This is an optimization exercise on Yosys and OpenROAD, whose aim is small area and a short achievable clock period, not a production implementation.
Only simulation tests tie the RTL to the original design; equivalence was not proved.
Power figures rest on the tool's default switching activity, not on a simulated workload.

Design core, start of the top module:
module core(clk,
            rst_n,
            mem_wen_D,
            mem_addr_D,
            mem_wdata_D,
            mem_rdata_D,
            mem_addr_I,
            mem_rdata_I
);
input         clk, rst_n;
output        mem_wen_D;
output [31:0] mem_addr_D;
output [31:0] mem_wdata_D;
input  [31:0] mem_rdata_D;
output [31:0] mem_addr_I;
input  [31:0] mem_rdata_I;
function [31:0] bswap;
    input [31:0] d;
    bswap = {d[7:0], d[15:8], d[23:16], d[31:24]};
endfunction
wire [31:0] inst = bswap(mem_rdata_I);
wire [4:0]  rs1  = inst[19:15];
wire [4:0]  rs2  = inst[24:20];
wire [4:0]  rd   = inst[11:7];
wire op_lw_n = inst[5];
wire op_sw   = ~inst[6] & inst[5] & ~inst[4];
wire op_beq  = inst[6] & ~inst[2];
wire op_jal  = inst[3];
wire op_jalr = inst[6] & inst[2] & ~inst[3];
wire op_link = inst[2];                       
wire reg_we  = inst[4] | ~inst[5] | inst[2];  
reg  [31:0] pc;
reg  [31:0] rf [1:31];
wire [32*32-1:0] rf_flat;
assign rf_flat[31:0] = 32'b0;
genvar g;
generate
    for (g = 1; g < 32; g = g + 1) begin : flat
        assign rf_flat[g*32 +: 32] = rf[g];
    end
endgenerate
wire [31:0] rdata1, rdata2;
wire [31:0] rdata2_a;              
wire [31:0] rd1_n0, rd1_n1;        
wire [31:0] unused_q;
rf_port rp1(.sel(rs1), .regs(rf_flat), .q(unused_q), .q2(rdata1), .n0(rd1_n0), .n1(rd1_n1));
rf_port rp2(.sel(rs2), .regs(rf_flat), .q(rdata2_a), .q2(rdata2), .n0(), .n1());
wire [31:0] imm_ls = {{21{inst[31]}}, inst[30:25], (inst[5] & ~inst[6]) ? inst[11:7] : inst[24:20]};
  ...
Size: roughly 4300 cells after synthesis.
==> flow/config.mk <==
export PLATFORM = sky130hd
export DESIGN_NAME = core
export DESIGN_NICKNAME = core
export VERILOG_FILES = /design/flow/design.v
export SDC_FILE = /design/flow/constraint.sdc
export NUM_CORES = 4
export LEC_CHECK = 0
export CAP_MARGIN = 20
export CORE_MARGIN = 2
export CORE_UTILIZATION = 40
export CTS_CLUSTER_DIAMETER = 80
export CTS_CLUSTER_SIZE = 20
export SETUP_SLACK_MARGIN = 3.75
export SLEW_MARGIN = 20
export SYNTH_HIERARCHICAL = 1
export SYNTH_MINIMUM_KEEP_SIZE = 0
export TNS_END_PERCENT = 100
==> flow/constraint.sdc <==
create_clock -name core_clock -period 11.5 [get_ports {clk}]
set_input_delay 2.3000 -clock core_clock [delete_from_list [all_inputs] [get_ports {clk}]]
set_output_delay 2.3000 -clock core_clock [all_outputs]
set_load 0.01 [all_outputs]
standard.sh (not shown) runs the stock make flow with config.mk's settings and CLKGATE_MAP_FILE= SYNTH_SCRIPT=/design/flow/synth_recipe.tcl, a recipe that flattens the netlist after the stock synthesis.
==> flow/flow/run.sh <==
#!/bin/bash
# The standard layout, with the port buffers made as buf_4 instead of the
# default choice (a delay buffer). Runs in the standard flow's work folder.
set -euo pipefail
export BUFFER_PORTS_ARGS="-buffer_cell sky130_fd_sc_hd__buf_4"
bash standard.sh > standard.log 2>&1
The first run finished clean.
==> next run, changes <==
Settings changed: SETUP_SLACK_MARGIN 3.75 to 3.5.
After rerunning: Final area drops by a few percent; first-iteration DRC count rises slightly; clock skew is about the same; area after synthesis is unchanged; combinational power shrinks by a few percent; wire length falls slightly; sequential share of layout area rises by 1.5 points; global-route usage drops by 0.14 points; cell count falls slightly; via count fell slightly; non-clock buffer count drops by 68.

---

Setup of beta:
core, a different RTL version from the one above (not shown whole).
For scale: ~160 I/O pins.
clock: 11.5 ns
lec_check: 0
cap_margin: 10
core_margin: 2
core_utilization: 45
cts_cluster_diameter: 80
cts_cluster_size: 20
setup_slack_margin: 3.5
slew_margin: 10
synth_hierarchical: 1
synth_minimum_keep_size: 0
tns_end_percent: 100
Scripts as last shown in full above: flow/flow/run.sh
Edits applied to the flow inputs when going from beta to epsilon:
- SLEW_MARGIN now 20, was 10
- CAP_MARGIN now 20, was 10
## What came out
- In terms of final cell count, beta and epsilon differ only marginally.
- beta and epsilon ended up with roughly the same leakage power.
- Logic gate share of total power of epsilon is on par with beta.

-- what the ideal ports hide --
How much do the figures lean on ideal ports? The routed layouts below were timed once more, with nothing changed but the port constraints. Step 1 (the two cells are an assumption about what drives the block):
set clk [get_ports {clk}]
set_driving_cell -lib_cell sky130_fd_sc_hd__clkbuf_16 $clk
set_driving_cell -lib_cell sky130_fd_sc_hd__buf_2 [delete_from_list [all_inputs] $clk]
Step 2 times the ports against the registers' clock, not the clock port: input delays grow and output delays shrink by t, the midpoint of the rising clock arrivals with the driver on. Slacks: no drivers / after step 1 / after step 2; pairs: no drivers / after step 1.
run | t (ns) | setup slack, ns | worst setup path at the end | clock arrival spread, ns | worst register clock-pin slew, ns
the first run of note 1 | 0.761 | 3.636 / 3.544 / 3.028 | input to register | 0.040 / 0.040 | 0.10 / 0.10
the second run of note 1 | 0.760 | 3.472 / 3.429 / 3.115 | input to register | 0.044 / 0.043 | 0.10 / 0.10
beta | 0.773 | 3.463 / 3.425 / 2.929 | input to register | 0.032 / 0.032 | 0.09 / 0.09
epsilon | 0.766 | 3.506 / 3.476 / 3.085 | input to register | 0.042 / 0.042 | 0.10 / 0.10
After both steps setup and hold are still met in every run listed. The setup slack of the first run of note 1, which loses most, moves by -0.092 ns with the drivers and by -0.608 ns with both steps.
